From an optimization exercise on the open Yosys and OpenROAD flow, aimed at small area; shortcuts taken in it are not production practice. At most, simulation tests tie the RTL to the original design; equivalence was not proved. Power figures rest on the tool's default switching activity, not on a simulated workload.

==> flow/design.v (excerpt) <==
module gaincontroller (
    input clk,
    input rst,
    input [7:0] input_signal,
    output reg [7:0] output_signal,
    output vsync,
    output hsync
);
Size: ~140 cells after synthesis, roughly 20 flip-flops, roughly 20 I/O pins, ~1200 µm² of cells after synthesis.
==> module gain_add, before the edit <==
module gain_add (
    input [7:0] x,
    input [7:0] fa,
    input [7:0] fb,
    output [7:0] y
);
wire k0 = fa[0] & fb[0];
wire k1 = (fa[1] & fb[1]) | (fa[1] & k0) | (fb[1] & k0);
wire k2 = (fa[2] & fb[2]) | (fa[2] & k1) | (fb[2] & k1);
wire [4:0] ps, pc;
assign {pc[0], ps[0]} = x[0] + fa[3] + fb[3];
assign {pc[1], ps[1]} = x[1] + fa[4] + fb[4];
assign {pc[2], ps[2]} = x[2] + fa[5] + fb[5];
assign {pc[3], ps[3]} = x[3] + fa[6] + fb[6];
assign {pc[4], ps[4]} = x[4] + fa[7] + fb[7];
wire [8:1] c;
wire [7:0] s;
assign {c[1], s[0]} = ps[0] + k2;
assign {c[2], s[1]} = ps[1] + pc[0] + c[1];
assign {c[3], s[2]} = ps[2] + pc[1] + c[2];
assign {c[4], s[3]} = ps[3] + pc[2] + c[3];
assign {c[5], s[4]} = ps[4] + pc[3] + c[4];
assign {c[6], s[5]} = x[5] + pc[4] + c[5];
assign {c[7], s[6]} = x[6] + c[6];
assign {c[8], s[7]} = x[7] + c[7];
assign y = s | {8{c[8]}};
endmodule
Settings: LEC_CHECK=0, CAP_MARGIN=20, CORE_AREA=2.3 2.72 61.64 59.84, DIE_AREA=0 0 64 62.56, SLEW_MARGIN=20; clock period 14.0 ns.
standard.sh (not shown) runs the stock make flow with config.mk's settings and CLKGATE_MAP_FILE= SYNTH_SCRIPT=/design/flow/synth_recipe.tcl, a recipe that flattens the netlist after the stock synthesis.
==> flow/flow/run.sh <==
#!/bin/bash
# Own layout flow: the standard ORFS flow with these changes:
#  - synthesis: the adder module gain_add is mapped to full/half-adder cells
#    (extract_fa on that module only, before any ABC run); the design is then
#    flattened and mapped by ABC with each script in flow/*.abc, keeping the
#    smallest result (flow/abc_best.tcl);
#  - port buffers are buf_1; CTS adds no dummy loads.
# Each tool's output goes to a log of its own in this folder (synth.log,
# finish.log) and ORFS's per-step logs under orfs/logs.
set -euo pipefail
W=$PWD
F=$W/flow

sed -e 's/synth -top \$::env(DESIGN_NAME) -run fine: /synth -top $::env(DESIGN_NAME) -noabc -run fine: /' \
    -e 's/^  extract_fa .*$/  extract_fa {*}[dont_use_extract_fa_args] gain_add/' \
    -e 's/^  dont_use_after_adder_step$/  dont_use_after_adder_step\n  setattr -mod -unset keep_hierarchy\n  setattr -unset keep_hierarchy\n  flatten\n  opt_clean -purge/' \
    -e 's/^  log_cmd abc {\*}\$abc_args$/  source $::env(MY_ABC_TCL)/' \
    "$FLOW_HOME/scripts/synth.tcl" > "$W/synth_fa.tcl"
grep -q -- '-noabc -run fine:' "$W/synth_fa.tcl"
grep -q 'extract_fa .* gain_add' "$W/synth_fa.tcl"
grep -q '^  flatten$' "$W/synth_fa.tcl"
grep -q 'MY_ABC_TCL' "$W/synth_fa.tcl"

sed -e "s#\$::env(SCRIPTS_DIR)/synth.tcl#$W/synth_fa.tcl#" "$W/synth_recipe.tcl" > "$W/synth_recipe_fa.tcl"
grep -q "synth_fa.tcl" "$W/synth_recipe_fa.tcl"
sed -e "s#SYNTH_SCRIPT=[^ ]*#SYNTH_SCRIPT=$W/synth_recipe_fa.tcl#" "$W/standard.sh" > "$W/standard_fa.sh"
grep -q "synth_recipe_fa.tcl" "$W/standard_fa.sh"

export MY_ABC_TCL=$F/abc_best.tcl
export MY_ABC_SCRIPTS="$F/s_b4.abc $F/s_e1.abc $F/s_a2.abc $F/s_f1.abc $F/s_c4.abc"
bash "$W/standard_fa.sh" SYNTH_HIERARCHICAL=1 synth > "$W/synth.log" 2>&1
bash "$W/standard_fa.sh" SYNTH_HIERARCHICAL=1 \
  "BUFFER_PORTS_ARGS=-buffer_cell sky130_fd_sc_hd__buf_1" \
  "CTS_ARGS=-sink_clustering_enable -repair_clock_nets -dont_use_dummy_load" \
  finish > "$W/finish.log" 2>&1
Other scripts of this flow, unchanged in this note and not shown: flow/flow/abc_best.tcl, flow/flow/s_a2.abc, flow/flow/s_b4.abc, flow/flow/s_c4.abc, flow/flow/s_e1.abc, flow/flow/s_f1.abc
Then changed:
--- a/flow/design.v
+++ b/flow/design.v
@@ -47,8 +47,8 @@
 assign {pc[2], ps[2]} = x[2] + fa[5] + fb[5];
 assign {pc[3], ps[3]} = x[3] + fa[6] + fb[6];
 assign {pc[4], ps[4]} = x[4] + fa[7] + fb[7];
-wire [8:1] c;
-wire [7:0] s;
+wire [7:1] c;
+wire [6:0] s;
 assign {c[1], s[0]} = ps[0] + k2;
 assign {c[2], s[1]} = ps[1] + pc[0] + c[1];
 assign {c[3], s[2]} = ps[2] + pc[1] + c[2];
@@ -56,8 +56,8 @@
 assign {c[5], s[4]} = ps[4] + pc[3] + c[4];
 assign {c[6], s[5]} = x[5] + pc[4] + c[5];
 assign {c[7], s[6]} = x[6] + c[6];
-assign {c[8], s[7]} = x[7] + c[7];
-assign y = s | {8{c[8]}};
+wire ovf = x[7] & c[7];
+assign y = {x[7] | c[7], s | {7{ovf}}};
 endmodule
 module gain_iblk ( 
     rst, i5, i4, i3, i2, i1, i0,
Outcome:
- The changed run produced a clean layout
- via count goes down by 1.1%
- core utilization came out lower by 0.85 points
- clock skew increases by 4.7 ps
- synthesized cell count goes down by 2.8%
- wire length rose by 13%
- sequential power stays flat
- maximum frequency came out higher by 0.61%
- global-route usage rose by 0.76 points
- power falls by 0.59%
- final cell count drops by 1.9%
- area after synthesis shrinks by 2.5%

========
== alpha ==
Another version of the RTL of gaincontroller (not shown whole).
Size in the first run: ~20 flip-flops.
==> module gaincontroller, before the edit <==
module gaincontroller (
    input clk,
    input rst,
    input [7:0] input_signal,
    output reg [7:0] output_signal,
    output vsync,
    output hsync
);
reg [5:0] i;
reg [5:0] j;
wire i_w = i[5] & i[0];           
wire j_w = j[5] & j[0];
assign vsync = i_w;
assign hsync = j_w;
wire i_end = i[5] & ~i[0];        
wire [5:0] i_inc = {1'b0, i[4:0]} + {5'd0, ~i_w};
wire [5:0] j_inc = {1'b0, j[4:0]} + {5'd0, i_end & ~j_w};
wire [5:0] i_nxt = {(i[5] & ~i_w) | i_inc[5], i_inc[4:0]};
wire [5:0] j_nxt = {(j[5] & ~(j_w & i_end)) | j_inc[5], j_inc[4:0]};
wire [4:0] ai = i[5] ? 5'd16 : i[4] ? {1'b0, i[3:0]} : (5'd16 - {1'b0, i[3:0]});
wire [4:0] aj = j[5] ? 5'd16 : j[4] ? {1'b0, j[3:0]} : (5'd16 - {1'b0, j[3:0]});
function [7:0] FA;
  input [4:0] a;
  case (a)
    5'd0: FA = 8'd0;
    5'd1: FA = 8'd1;
    5'd2: FA = 8'd2;
    5'd3: FA = 8'd7;
    5'd4: FA = 8'd13;
    5'd5: FA = 8'd19;
    5'd6: FA = 8'd29;
    5'd7: FA = 8'd39;
    5'd8: FA = 8'd50;
    5'd9: FA = 8'd65;
    5'd10: FA = 8'd80;
    5'd11: FA = 8'd97;
    5'd12: FA = 8'd114;
    5'd13: FA = 8'd135;
    5'd14: FA = 8'd156;
    5'd15: FA = 8'd179;
    5'd16: FA = 8'd204;
    default: FA = 8'd204;
  endcase
endfunction
function [7:0] FB;
  input [4:0] a;
  case (a)
    5'd0: FB = 8'd0;
    5'd1: FB = 8'd1;
    5'd2: FB = 8'd4;
    5'd3: FB = 8'd7;
    5'd4: FB = 8'd14;
    5'd5: FB = 8'd21;
    5'd6: FB = 8'd30;
    5'd7: FB = 8'd39;
    5'd8: FB = 8'd52;
    5'd9: FB = 8'd66;
    5'd10: FB = 8'd80;
    5'd11: FB = 8'd98;
    5'd12: FB = 8'd116;
    5'd13: FB = 8'd135;
    5'd14: FB = 8'd158;
    5'd15: FB = 8'd181;
    5'd16: FB = 8'd206;
    default: FB = 8'd206;
  endcase
endfunction
wire [7:0] fa = FA(ai);
wire [7:0] fb = FB(aj);
wire [7:0] sat;
gain_add u_add (.x(input_signal), .fa(fa), .fb(fb), .y(sat));
always @(posedge clk) begin
  if (rst) begin
    i <= 6'd0;
    j <= 6'd0;
    output_signal <= 0;
  end else begin
    i <= i_nxt;
    j <= j_nxt;
    output_signal <= sat;
  end
end
endmodule
==> module gain_add, before the edit <==
module gain_add (
    input [7:0] x,
    input [7:0] fa,
    input [7:0] fb,
    output [7:0] y
);
wire k0 = fa[0] & fb[0];
wire k1 = (fa[1] & fb[1]) | (fa[1] & k0) | (fb[1] & k0);
wire k2 = (fa[2] & fb[2]) | (fa[2] & k1) | (fb[2] & k1);
wire [5:0] g;
wire [5:0] gc;
assign {gc[0], g[0]} = fa[3] + fb[3] + k2;
assign {gc[1], g[1]} = fa[4] + fb[4] + gc[0];
assign {gc[2], g[2]} = fa[5] + fb[5] + gc[1];
assign {gc[3], g[3]} = fa[6] + fb[6] + gc[2];
assign {gc[4], g[4]} = fa[7] + fb[7] + gc[3];
assign g[5] = gc[4];
wire [8:0] c;
wire [7:0] s;
assign c[0] = 1'b0;
genvar n;
generate for (n = 0; n < 8; n = n + 1) begin : rip
  if (n < 6) begin : f
    assign {c[n+1], s[n]} = x[n] + g[n] + c[n];
  end else begin : h
    assign {c[n+1], s[n]} = x[n] + c[n];
  end
end endgenerate
assign y = s | {8{c[8]}};
endmodule
Settings: LEC_CHECK=0, CAP_MARGIN=20, CORE_MARGIN=2, CORE_UTILIZATION=40, SLEW_MARGIN=20; clock period 14.0 ns.
==> flow/flow/run.sh <==
#!/bin/bash
# Own layout flow: the standard ORFS flow, with two changes to synthesis
# (no full/half-adder cell extraction; an area-oriented ABC script in
# flow/area.abc) and smaller port buffers. Each tool's output goes to a log
# of its own in this folder (and ORFS's per-step logs under orfs/logs).
set -euo pipefail
W=$PWD
F=$W/flow

# ORFS synth.tcl, minus extract_fa, with our ABC script.
sed -e 's/^  extract_fa .*$/  # extract_fa skipped in this flow/' \
    -e 's/^  log_cmd abc {\*}\$abc_args$/  log_cmd abc -script $::env(MY_ABC_SCRIPT) {*}[lrange $abc_args 2 end]/' \
    "$FLOW_HOME/scripts/synth.tcl" > "$W/synth_mod.tcl"
grep -q 'extract_fa skipped' "$W/synth_mod.tcl"
grep -q 'MY_ABC_SCRIPT' "$W/synth_mod.tcl"

# The standard flow's synthesis wrapper, sourcing the modified synth.tcl.
sed -e "s#\$::env(SCRIPTS_DIR)/synth.tcl#$W/synth_mod.tcl#" "$W/synth_recipe.tcl" > "$W/synth_recipe_mod.tcl"
grep -q "synth_mod.tcl" "$W/synth_recipe_mod.tcl"

# standard.sh, using the modified wrapper.
sed -e "s#SYNTH_SCRIPT=[^ ]*#SYNTH_SCRIPT=$W/synth_recipe_mod.tcl#" "$W/standard.sh" > "$W/standard_mod.sh"
grep -q "synth_recipe_mod.tcl" "$W/standard_mod.sh"

export MY_ABC_SCRIPT=$F/area.abc
bash "$W/standard_mod.sh" synth > "$W/synth.log" 2>&1
bash "$W/standard_mod.sh" \
  "BUFFER_PORTS_ARGS=-buffer_cell sky130_fd_sc_hd__buf_1" \
  finish > "$W/finish.log" 2>&1
==> flow/flow/area.abc <==
strash
&get -n
&fraig -x
&put
scorr
dc2
strash
dch -f
amap
In summary, alpha completed successfully, with a layout that passed the timing, design-rule and antenna checks.
The inputs of beta differ from those of alpha as listed below.
==> flow/design.v <==
module gaincontroller (
    input clk,
    input rst,
    input [7:0] input_signal,
    output reg [7:0] output_signal,
    output vsync,
    output hsync
);
reg [5:0] i;
reg [5:0] j;
assign vsync = i[5] & i[4];
assign hsync = j[5] & j[4];
wire i_end = i[5] & ~i[4];
wire [4:0] ai = i[5] ? 5'd16 : i[4] ? {1'b0, i[3:0]} : (5'd16 - {1'b0, i[3:0]});
wire [4:0] aj = j[5] ? 5'd16 : j[4] ? {1'b0, j[3:0]} : (5'd16 - {1'b0, j[3:0]});
function [7:0] FA;
  input [4:0] a;
  case (a)
    5'd0: FA = 8'd0;
    5'd1: FA = 8'd1;
    5'd2: FA = 8'd2;
    5'd3: FA = 8'd7;
    5'd4: FA = 8'd13;
    5'd5: FA = 8'd19;
    5'd6: FA = 8'd29;
    5'd7: FA = 8'd39;
    5'd8: FA = 8'd50;
    5'd9: FA = 8'd65;
    5'd10: FA = 8'd80;
    5'd11: FA = 8'd97;
    5'd12: FA = 8'd114;
    5'd13: FA = 8'd135;
    5'd14: FA = 8'd156;
    5'd15: FA = 8'd179;
    5'd16: FA = 8'd204;
    default: FA = 8'd204;
  endcase
endfunction
function [7:0] FB;
  input [4:0] a;
  case (a)
    5'd0: FB = 8'd0;
    5'd1: FB = 8'd1;
    5'd2: FB = 8'd4;
    5'd3: FB = 8'd7;
    5'd4: FB = 8'd14;
    5'd5: FB = 8'd21;
    5'd6: FB = 8'd30;
    5'd7: FB = 8'd39;
    5'd8: FB = 8'd52;
    5'd9: FB = 8'd66;
    5'd10: FB = 8'd80;
    5'd11: FB = 8'd98;
    5'd12: FB = 8'd116;
    5'd13: FB = 8'd135;
    5'd14: FB = 8'd158;
    5'd15: FB = 8'd181;
    5'd16: FB = 8'd206;
    default: FB = 8'd206;
  endcase
endfunction
wire [7:0] fa = FA(ai);
wire [7:0] fb = FB(aj);
wire c3 = ({1'b0, fa[2:0]} + {1'b0, fb[2:0]}) >> 3;
wire [8:0] sum = input_signal + fa[7:3] + fb[7:3] + c3;
always @(posedge clk) begin
  if (rst) begin
    i <= 6'd0;
    j <= 6'd0;
    output_signal <= 0;
  end else begin
    if (i[5]) i <= i[4] ? 6'd1 : 6'b110000;
    else i <= i + 1'b1;
    if (i_end) begin
      if (j[5]) j <= j[4] ? 6'd1 : 6'b110000;
      else j <= j + 1'b1;
    end
    output_signal <= sum[8] ? 8'd255 : sum[7:0];
  end
end
endmodule
## What came out
- The worst endpoint data arrival time in beta sits 920 ps below the value recorded for alpha.
- For the share of power burned in combinational logic, beta came in 4.4 points lower than alpha did.
- Of the two candidates, alpha has the worse total power and beta the better one.
- Of beta and alpha, it is beta that has the higher post-detailed-placement half-perimeter wirelength.
- Relative to alpha, the maximum fanout along the worst path of beta is lower by 2.
- Against alpha, beta comes in 3.0 points higher on met2 routing resource usage after global routing.
- Global routing met1 resource utilization in beta vs alpha: down 5.0 points
- Cell count went up by a few percent going from alpha to beta.
- Cell area delta (beta − alpha): unfavourable
- Taking alpha as the reference, in beta layout-stage area growth over the synthesis result decreased 1.2 points, synthesized instance count now larger, setup slack moved up.
- In the flow results for alpha and beta, the critical path depth is larger on alpha.
No functional check of the RTL was part of alpha.

## separate check: timing with driven ports
How much do the figures lean on ideal ports? The routed layouts below were timed once more, with nothing changed but the port constraints. Step 1: set_driving_cell puts a clkbuf_16 on clk and a buf_2 on each other input, an assumption about the parent block. Step 2 also shifts input and output timing later by t, the mid clock arrival at the registers, as if the neighbouring blocks saw the same clock. Slacks: ideal / step 1 / step 2; pairs: ideal / step 1.
run	t, ns	slack for setup (ns)	hold slack, ns	slew at the worst register clock pin (ns)	cell pins on the clock port's net
the first run of note 1	0.316	7.688 / 7.690 / 7.374	0.548 / 0.548 / 0.548	0.11 / 0.11	1
the second run of note 1	0.315	7.727 / 7.728 / 7.413	0.513 / 0.513 / 0.513	0.11 / 0.11	1
alpha	0.317	7.972 / 7.972 / 7.972	0.529 / 0.529 / 0.529	0.12 / 0.12	1
beta	0.320	8.893 / 8.894 / 8.574	0.505 / 0.505 / 0.505	0.12 / 0.12	1
After both steps every run listed still meets setup and hold. For beta, which loses most, drivers alone change the setup slack by +0.001 ns; drivers and shift together by -0.319 ns.
